This is an optimization exercise on Yosys and OpenROAD, whose aim is small area, not a production implementation. Only simulation tests tie the RTL to the original design; equivalence was not proved. Power figures rest on the tool's default switching activity, not on a simulated workload.

==> flow/design.v (outline; a module is shown in full before it is edited, if it fits) <==
// module hann_window: 1179 lines
// module hw_a211o_1: 3 lines
// module hw_a21o_1: 3 lines
// module hw_a221o_1: 3 lines
// module hw_a222oi_1: 3 lines
// module hw_a22o_1: 3 lines
// module hw_a31o_1: 3 lines
// module hw_a31oi_1: 3 lines
// module hw_a32o_1: 3 lines
// module hw_a32oi_1: 3 lines
// module hw_and2_1: 3 lines
// module hw_and3_1: 3 lines
// module hw_inv_1: 3 lines
// module hw_nand2_1: 3 lines
// module hw_nand3_1: 3 lines
// module hw_nand3b_1: 3 lines
// module hw_nand4_1: 3 lines
// module hw_nor2_1: 3 lines
// module hw_o21a_1: 3 lines
// module hw_o21ai_0: 3 lines
// module hw_o21ai_1: 3 lines
// module hw_o21bai_1: 3 lines
// module hw_o22a_1: 3 lines
// module hw_o22ai_1: 3 lines
// module hw_o311a_1: 3 lines
// module hw_o311ai_0: 3 lines
// module hw_o31a_1: 3 lines
// module hw_o32a_1: 3 lines
// module hw_or2_1: 3 lines
// module hw_or3_1: 3 lines
// module hw_xnor2_1: 3 lines
// module hw_xor2_1: 3 lines
// module hw_fa: 4 lines
// module hw_ha: 4 lines
// module hann_windowing_unit: 58 lines
// module hann_dec: 273 lines
// module hann_cla: 564 lines
// module hann_mul: 917 lines
module hann_windowing_unit (
    input  wire        clk,
    input  wire        rst,
    input  wire        in_valid,
    input  wire [31:0] in_data,
    output reg         out_valid,
    output reg  [31:0] out_data
);
  // ...
==> flow/flow/run.sh <==
#!/bin/bash
# Standard layout, except that the port buffers inserted before global
# placement are the platform's smallest buffer (buf_1) instead of the one
# buffer_ports picks on its own. Everything else, synthesis included, is
# the standard.sh unchanged.
set -e
echo 'export BUFFER_PORTS_ARGS = -buffer_cell sky130_fd_sc_hd__buf_1' >> config.mk
bash standard.sh > standard.log 2>&1
==> flow/standard.sh <==
#!/bin/bash
# synth_recipe.tcl (not shown) runs the flow's synth.tcl, then flattens the netlist and writes it again
# the make line also repeats each setting of config.mk as NAME=value (left out here)
make -C /OpenROAD-flow-scripts/flow DESIGN_CONFIG=/design/flow/config.mk WORK_HOME=/design/flow/orfs CLKGATE_MAP_FILE= SYNTH_SCRIPT=/design/flow/synth_recipe.tcl "${@:-finish}"
==> flow/config.mk <==
export PLATFORM = sky130hd
export DESIGN_NAME = hann_windowing_unit
export DESIGN_NICKNAME = hann_windowing_unit
export VERILOG_FILES = /design/flow/design.v
export SDC_FILE = /design/flow/constraint.sdc
export NUM_CORES = 4
export LEC_CHECK = 0
export CAP_MARGIN = 20
export CORE_MARGIN = 2
export CORE_UTILIZATION = 40
export CTS_BUF_LIST = sky130_fd_sc_hd__clkbuf_8
export CTS_CLUSTER_DIAMETER = 100
export CTS_CLUSTER_SIZE = 30
export SLEW_MARGIN = 20
export SYNTH_HIERARCHICAL = 1
export BUFFER_PORTS_ARGS = -buffer_cell sky130_fd_sc_hd__buf_1
==> flow/constraint.sdc <==
create_clock -name core_clock -period 7.5 [get_ports {clk}]
set_input_delay 1.5000 -clock core_clock [delete_from_list [all_inputs] [get_ports {clk}]]
set_output_delay 1.5000 -clock core_clock [all_outputs]
set_load 0.01 [all_outputs]
==> results.cfg, run 1 <==
[layout]
final_cell_mix = 257 x xnor2_1, 229 x o22ai_1, 204 x fa_1, 147 x inv_1, 114 x dfxtp_1
regArea_mm2 = 0.00243
multi_input_area_share_pct = 69.4
clockBufferCount = 17
nNetsFinal = 1794
n_sequential_cell = 121
reg_top3 = out_data (32), prod_n (32), sample_d (32)
drive_gt1_share_pct = 6.03
sh_seq_area_pct = 16.3
num-multi-input-gates = 1145

[sta]
final-setup-viol-count = 0
period_share_pct = 94.8
whs_ns = 0.335
setup_slack_ns = 0.393
clock.fmax_mhz = 141
fin_crit_ns = 7.11

[global_route]
gr-usage-met2_pct = 35.5
grt_max_degree = 36
grt_pass1_vias = 11300
grt_util_all_layers_pct = 23.0
antenna_found_initial = 0

[die]
io_pins = 68
die_x_um = 187
nWellTaps = 442
core-area_mm2 = 0.0327
die_area_mm2 = 0.0349

[power_and_ir_drop]
swShare_pct = 40.4
seq_power_share_pct = 31.5
clock_power_w = 0.000613
total_power_w = 0.00282

[cts]
cts_root_buffer = clkbuf_8
cts_buffers = 17

[detailed_routing]
dr_wl_met2_um = 18000
vias = 11300
viasPerCell = 5.64
met1_length_um = 17200
top_layer_used = met4

[place]
place_area_mm2 = 0.0145
portBuffers = 67

[worst_setup_path]
crit_required_ns = 7.86
regToRegEndpoint = prod_n[31]
cp-end-kind = register
path_buf_inv = 1
crit_path_end = prod_n[31]

[run_status]
status = timing/DRC/antenna clean
==> run 2: changes to the inputs <==
==> flow/run.sh (new file) <==
#!/bin/bash
# synth_recipe.tcl (not shown) runs the flow's synth.tcl, then flattens the netlist and writes it again
# the make line also repeats each setting of config.mk as NAME=value (left out here)
make -C /OpenROAD-flow-scripts/flow DESIGN_CONFIG=/design/flow/config.mk WORK_HOME=/design/flow/orfs CLKGATE_MAP_FILE= SYNTH_SCRIPT=/design/flow/synth_recipe.tcl finish
--- a/flow/config.mk
+++ b/flow/config.mk
@@ -9,8 +9,5 @@
 export CORE_MARGIN = 2
 export CORE_UTILIZATION = 40
 export CTS_BUF_LIST = sky130_fd_sc_hd__clkbuf_8
-export CTS_CLUSTER_DIAMETER = 100
-export CTS_CLUSTER_SIZE = 30
 export SLEW_MARGIN = 20
 export SYNTH_HIERARCHICAL = 1
-export BUFFER_PORTS_ARGS = -buffer_cell sky130_fd_sc_hd__buf_1
removed: flow/flow/run.sh
removed: flow/standard.sh
==> run 2 against run 1 <==
Effect of this change:
- still clean on timing, DRC and antenna
- final area grew 2.9%
- worst setup slack gained 0.081 ns
- sequential share of layout area shrank 0.45 points
- clock power grew 0.7%
- routed wire length grew 0.80%
- global-route usage is essentially flat
- synthesized cell count is the same
- die area is the same
- hold slack gained 0.019 ns
- first-iteration DRC count shrank 16%
- combinational power grew 8%
- critical endpoint unchanged
==> results.cfg, run 2 <==
[sta]
fin_setup_tns_ns = 0
hold_viol_final = 0
maxSlewHeadroom_pct = 25.2
fin_crit_ns = 7.03
report.final.slew_viol_count = 0
period_share_pct = 93.7
final-setup-viol-count = 0
clock.fmax_mhz = 142
rsz0062_at_grt = no
fin_skew_ns = 0.0171
worst_pin_slew_ns = 1.12

[logic_synthesis]
syn_nets = 1670
ys_warn_count = 7
synth_area_per_cell_um2 = 9.39
synthCells = 1422
syn-cell-area_mm2 = 0.0134

[die]
initial_core_util_pct = 40.8
core-area_mm2 = 0.0327
die_x_um = 187
rows = 66
io_pins = 68
die_y_um = 187
die_area_mm2 = 0.0349

[worst_setup_path]
path_class = reg -> reg
r2r_slack_ns = 0.47
path_delay_family = adder cells
cp-end-kind = register
path_buf_inv = 2
crit_fanout = 25
regToRegEndpoint = prod_n[31]
crit_slowest_cell = o22ai_2
path_cells = buf_4, o22ai_2, buf_4, o22ai_1, xnor2_1, fa_1, fa_1, fa_1, fa_1, nand2_1, nand3_1, nand3b_1, o21bai_1, a31oi_1, o21bai_1, nand2_1, a31oi_1, fa_1, fa_1, fa_1, fa_1
path_common_cell = fa_1
crit_required_ns = 7.85
start_kind = register
slowest_delay_ns = 0.54
timing.rr.start = digits_d[3]
rr_worst_depth = 21
cp.arrival_ns = 7.38

[cts]
cts_buffers = 17
cts_sinks = 121
postCtsHoldBufs = 0
clockBufferDepth = 2
clock_latency_ns = 0.48
cts_tree = done
cts_root_buffer = clkbuf_8
cts_resized = 0
cts_setup_buffers = 0
clkTransAtPathRegs_ns = 0.07
htreeDepth = 4

[detailed_routing]
drt_first_pass_iters = 7
wl_um = 39500
drc = 0
vias = 11400
wl_per_cell_um = 19.8
viasPerCell = 5.71
antenna_left = 0
dr.first_iter.drc_count = 1038

[place]
dp.final_hpwl_um = 29000
portBuffers = 67
place_congestion = 0.946
placed_cells = 1969

[power_and_ir_drop]
power_density_mw_per_mm2 = 191
worst_ir_drop_vdd_mv = 0.282
p_leak_nw = 5.02

[layout]
nNetsFinal = 1794
reg_top3 = out_data (32), prod_n (32), sample_d (32)
layout.cells.non_filler = 2001
drive_gt1_share_pct = 6.09
final_common_cell = xnor2_1
antenna-diode-count = 0
synthToLayoutAreaGrowth_pct = 14.8
final_cell_mix = 257 x xnor2_1, 229 x o22ai_1, 204 x fa_1, 146 x inv_1, 114 x dfxtp_1

[job]
drv_cap = 0

[global_route]
grt_first_pass_wirelength_um = 63100
grt_max_degree = 32
grt_util_all_layers_pct = 23.0
antenna_found_initial = 0
grt_pass1_vias = 11300
grt_overflow = 0

[worst_hold_path]
hold_path_depth = 1
min_to = out_data[4]
worstHoldPathType = reg -> reg
hp-start = prod_n[4]

[run_status]
status = timing/DRC/antenna clean
-- run 2: worst max-delay path by stage --
stage,from,end,slack (ns),cells after the start
after global routing,digits_d[1],prod_n[31],0.12,22
after floorplan,digits_d[1],prod_n[15],0.85,20
after global placement,digits_d[3],prod_n[31],0.65,21
after detailed placement,digits_d[1],prod_n[31],0.56,21
final,digits_d[3],prod_n[31],0.47,21
after CTS,digits_d[1],prod_n[31],0.55,21
-- run 2: per-layer routing --
| metal | part of all wire [%] | global-route usage [%] |
|---|---|---|
| met2 | 45 | 35.1 |
| met1 | 44 | 32.7 |
| met3 | 8.9 | 5.40 |
| met4 | 1.6 | 6.01 |
| met5 | 0 | 0 |
-- run 2: metrics by stage --
stage	cell area, um2	util, %	hold slack [ns]	total power [W]	setup WS, ns
global placement	14900	45.6	0.342	0.00233	0.654
detailed placement	14900	45.6	0.342	0.00235	0.556
global route	15300	46.9	0.364	0.00322	0.122
floorplan	13400	-	0.338	0.00187	0.848
finish	15300	46.9	0.355	0.00294	0.475
CTS	15300	46.9	0.359	0.00299	0.547
-- run 2: cell type report --
| class | count | area, um2 |
|---|---|---|
| fillers | 3246 | 17400 |
| multi-input cells | 1145 | 10400 |
| flip-flops and latches | 121 | 2430 |
| repair buffers | 115 | 1030 |
| well taps | 442 | 553 |
| inverters | 146 | 548 |
| clock buffers | 19 | 262 |
| clock inverters | 13 | 156 |
-- run 2: where the power goes --
| part | switching, W | internal, W |
|---|---|---|
| combinational | 0.000776 | 0.000654 |
| clock | 0.000295 | 0.000322 |
| sequential | 0.0000499 | 0.000840 |
| total | 0.00112 | 0.00182 |
==> run 3: changes to the inputs <==
==> flow/flow/run.sh (new file) <==
#!/bin/bash
# Standard layout, except that:
#  - the port buffers inserted before global placement are the platform's
#    smallest buffer (buf_1) instead of the one buffer_ports picks on its own;
#  - clock tree synthesis inserts no dummy loads.
# Everything else, synthesis included, is the standard.sh unchanged.
set -e
echo 'export BUFFER_PORTS_ARGS = -buffer_cell sky130_fd_sc_hd__buf_1' >> config.mk
echo 'export CTS_ARGS = -sink_clustering_enable -repair_clock_nets -buf_list sky130_fd_sc_hd__clkbuf_8 -dont_use_dummy_load' >> config.mk
bash standard.sh > standard.log 2>&1
==> flow/standard.sh (new file) <==
#!/bin/bash
# synth_recipe.tcl (not shown) runs the flow's synth.tcl, then flattens the netlist and writes it again
# the make line also repeats each setting of config.mk as NAME=value (left out here)
make -C /OpenROAD-flow-scripts/flow DESIGN_CONFIG=/design/flow/config.mk WORK_HOME=/design/flow/orfs CLKGATE_MAP_FILE= SYNTH_SCRIPT=/design/flow/synth_recipe.tcl "${@:-finish}"
--- a/flow/config.mk
+++ b/flow/config.mk
@@ -11,3 +11,5 @@
 export CTS_BUF_LIST = sky130_fd_sc_hd__clkbuf_8
 export SLEW_MARGIN = 20
 export SYNTH_HIERARCHICAL = 1
+export BUFFER_PORTS_ARGS = -buffer_cell sky130_fd_sc_hd__buf_1
+export CTS_ARGS = -sink_clustering_enable -repair_clock_nets -buf_list sky130_fd_sc_hd__clkbuf_8 -dont_use_dummy_load
removed: flow/run.sh
==> run 3 against run 2 <==
Effect of this change:
- combinational power shrank 8%
- synthesized cell count is the same
- die area is the same
- fmax shrank 1.2%
- register-to-register slack lost 0.09 ns
- routed wire length shrank 0.96%
- area after synthesis is the same
- worst setup slack lost 0.087 ns
- critical endpoint unchanged
- largest cell class unchanged
- highest routed layer unchanged
==> results.cfg, run 3 <==
[cts]
cts_resized = 0
cts_tree = done
postCtsHoldBufs = 0
cts_setup_buffers = 0
clockBufferDepth = 2
clock_latency_ns = 0.49
htreeDepth = 4
cts_root_buffer = clkbuf_8
cts_buffers = 17
cts_sinks = 121
clkTransAtPathRegs_ns = 0.06

[sta]
setup_slack_ns = 0.388
worst_pin_slew_ns = 0.822
clock.fmax_mhz = 141
rsz0062_at_grt = no
report.final.slew_viol_count = 0
period_share_pct = 94.8
fin_setup_tns_ns = 0
maxSlewHeadroom_pct = 45.2
final-setup-viol-count = 0
fin_crit_ns = 7.11
hold_viol_final = 0
fin_skew_ns = 0.0424

[detailed_routing]
drc = 0
vias = 11300
antenna_left = 0
drt_first_pass_iters = 6
dr.first_iter.drc_count = 1201
met1_length_um = 17200
dr_wl_met2_um = 18000
top_layer_used = met4
wl_um = 39200
dr_wl_met3_um = 3260
viasPerCell = 5.69
wl_per_cell_um = 19.7

[die]
initial_core_util_pct = 40.8
rows = 66
die_x_um = 187
die_y_um = 187
io_pins = 68
die_area_mm2 = 0.0349
core-area_mm2 = 0.0327

[global_route]
grt_max_degree = 36
grt_first_pass_wirelength_um = 63200
grt_util_all_layers_pct = 22.9
grt_overflow = 0
grt_pass1_vias = 11300
antenna_found_initial = 0

[worst_hold_path]
worstHoldPathType = reg -> reg

[worst_setup_path]
cp-end-kind = register
path_class = reg -> reg
crit_fanout = 14
r2r_slack_ns = 0.39
crit_required_ns = 7.85
start_kind = register
cp.arrival_ns = 7.46

[power_and_ir_drop]
swShare_pct = 40.2
total_power_w = 0.00264
power_density_mw_per_mm2 = 179
seq_power_share_pct = 33.7
worst_ir_drop_vdd_mv = 0.141
comb_power_share_pct = 49.9
p_leak_nw = 4.75
power_frac_clock_pct = 16.4
power_switching_w = 0.00106
p_int_w = 0.00158

[layout]
final_core_util_pct = 45.1
antenna-diode-count = 0
synthToLayoutAreaGrowth_pct = 10.4
fin_area_mm2 = 0.0147
reg_top3 = out_data (32), prod_n (32), sample_d (32)
final_common_cell = xnor2_1
fill_cells = 3281
final_cell_mix = 257 x xnor2_1, 229 x o22ai_1, 204 x fa_1, 146 x inv_1, 114 x dfxtp_1
nNetsFinal = 1794
drive_gt1_share_pct = 5.18

[place]
dp.final_hpwl_um = 28800
pre_cts_slack_ns = 0.612
place_area_mm2 = 0.0145
portBuffers = 67
place_congestion = 0.951

[logic_synthesis]
synthCells = 1422
ys_warn_count = 7
syn_nets = 1670
synth_area_per_cell_um2 = 9.39
syn-cell-area_mm2 = 0.0134

[job]
drv_cap = 0

[run_status]
status = timing/DRC/antenna clean
run 3: worst max-delay path, cell delays in order (launching register included):
cell and delay [ns]:
dfxtp_2 0.34, and2_1 0.18, nor2_1 0.44, inv_1 0.44, o22ai_1 0.29, xnor2_1 0.22, fa_1 0.50, fa_1 0.52
fa_1 0.51, fa_1 0.50, nand2_1 0.11, nand3_1 0.15, nand3b_1 0.20, o21bai_1 0.19, a31oi_1 0.34, o21bai_1 0.13
nand2_1 0.14, a31oi_1 0.16, fa_1 0.41, fa_1 0.38, fa_1 0.39, fa_1 0.43
run 3: stage by stage:
stage               cells  hold WS, ns
floorplan            1422        0.338
global placement     1969        0.339
detailed placement   1969        0.341
CTS                  1986        0.348
global route         1986        0.359
finish               1986        0.345
run 3: final timing paths:
check	start	end	depth (start not counted)
setup / recovery	digits_d[1]	prod_n[31]	21
hold / removal	prod_n[25]	out_data[25]	1
setup reg to reg	digits_d[1]	prod_n[31]	21
hold reg to reg	prod_n[25]	out_data[25]	1
run 3: layout make-up:
cell class                      instances  area (um2)  area share, %
Multi-Input combinational cell       1145       10400           70.2
Timing Repair Buffer                  115         624           4.23
Sequential cell                       121        2430           16.5
Tap cell                              442         553           3.75
Clock buffer                           17         234           1.59
Inverter                              146         548           3.72
run 3: power by group through the flow:
stage | logic [W] | clock network, W | registers, W
2_1_floorplan | 0.000924 | 0 | 0.000942
3_3_place_gp | 0.00130 | 0 | 0.000903
3_5_place_dp | 0.00132 | 0 | 0.000904
4_1_cts | 0.00134 | 0.000462 | 0.000891
5_1_grt | 0.00151 | 0.000481 | 0.000907
6_report | 0.00132 | 0.000432 | 0.000889
run 3: routing by layer:
metal  GRT usage [%]  vias up
met1            32.2     5567
met3            5.13       54
met2            35.4      523
li1                -     5160
met4            6.62        0
met5               0        -

==> re-timing with driven ports <==
How much do the figures lean on ideal ports? The routed layouts below were timed once more, with nothing changed but the port constraints.
Step 1 assumes that a clkbuf_16 drives the clock port and a buf_2 every other input.
Step 2 also shifts input and output timing later by t, the mid clock arrival at the registers, as if the neighbouring blocks saw the same clock.
a / b / c = ideal / step 1 / step 2; a / b = the first two.
run | t (ns) | slack for setup (ns) | latest minus earliest clock arrival (ns)
run 1 | 0.537 | 0.393 / 0.393 / 0.393 | 0.025 / 0.024
run 2 | 0.524 | 0.475 / 0.475 / 0.475 | 0.018 / 0.018
run 3 | 0.520 | 0.388 / 0.388 / 0.388 | 0.042 / 0.043
After both steps every run listed still meets setup and hold.
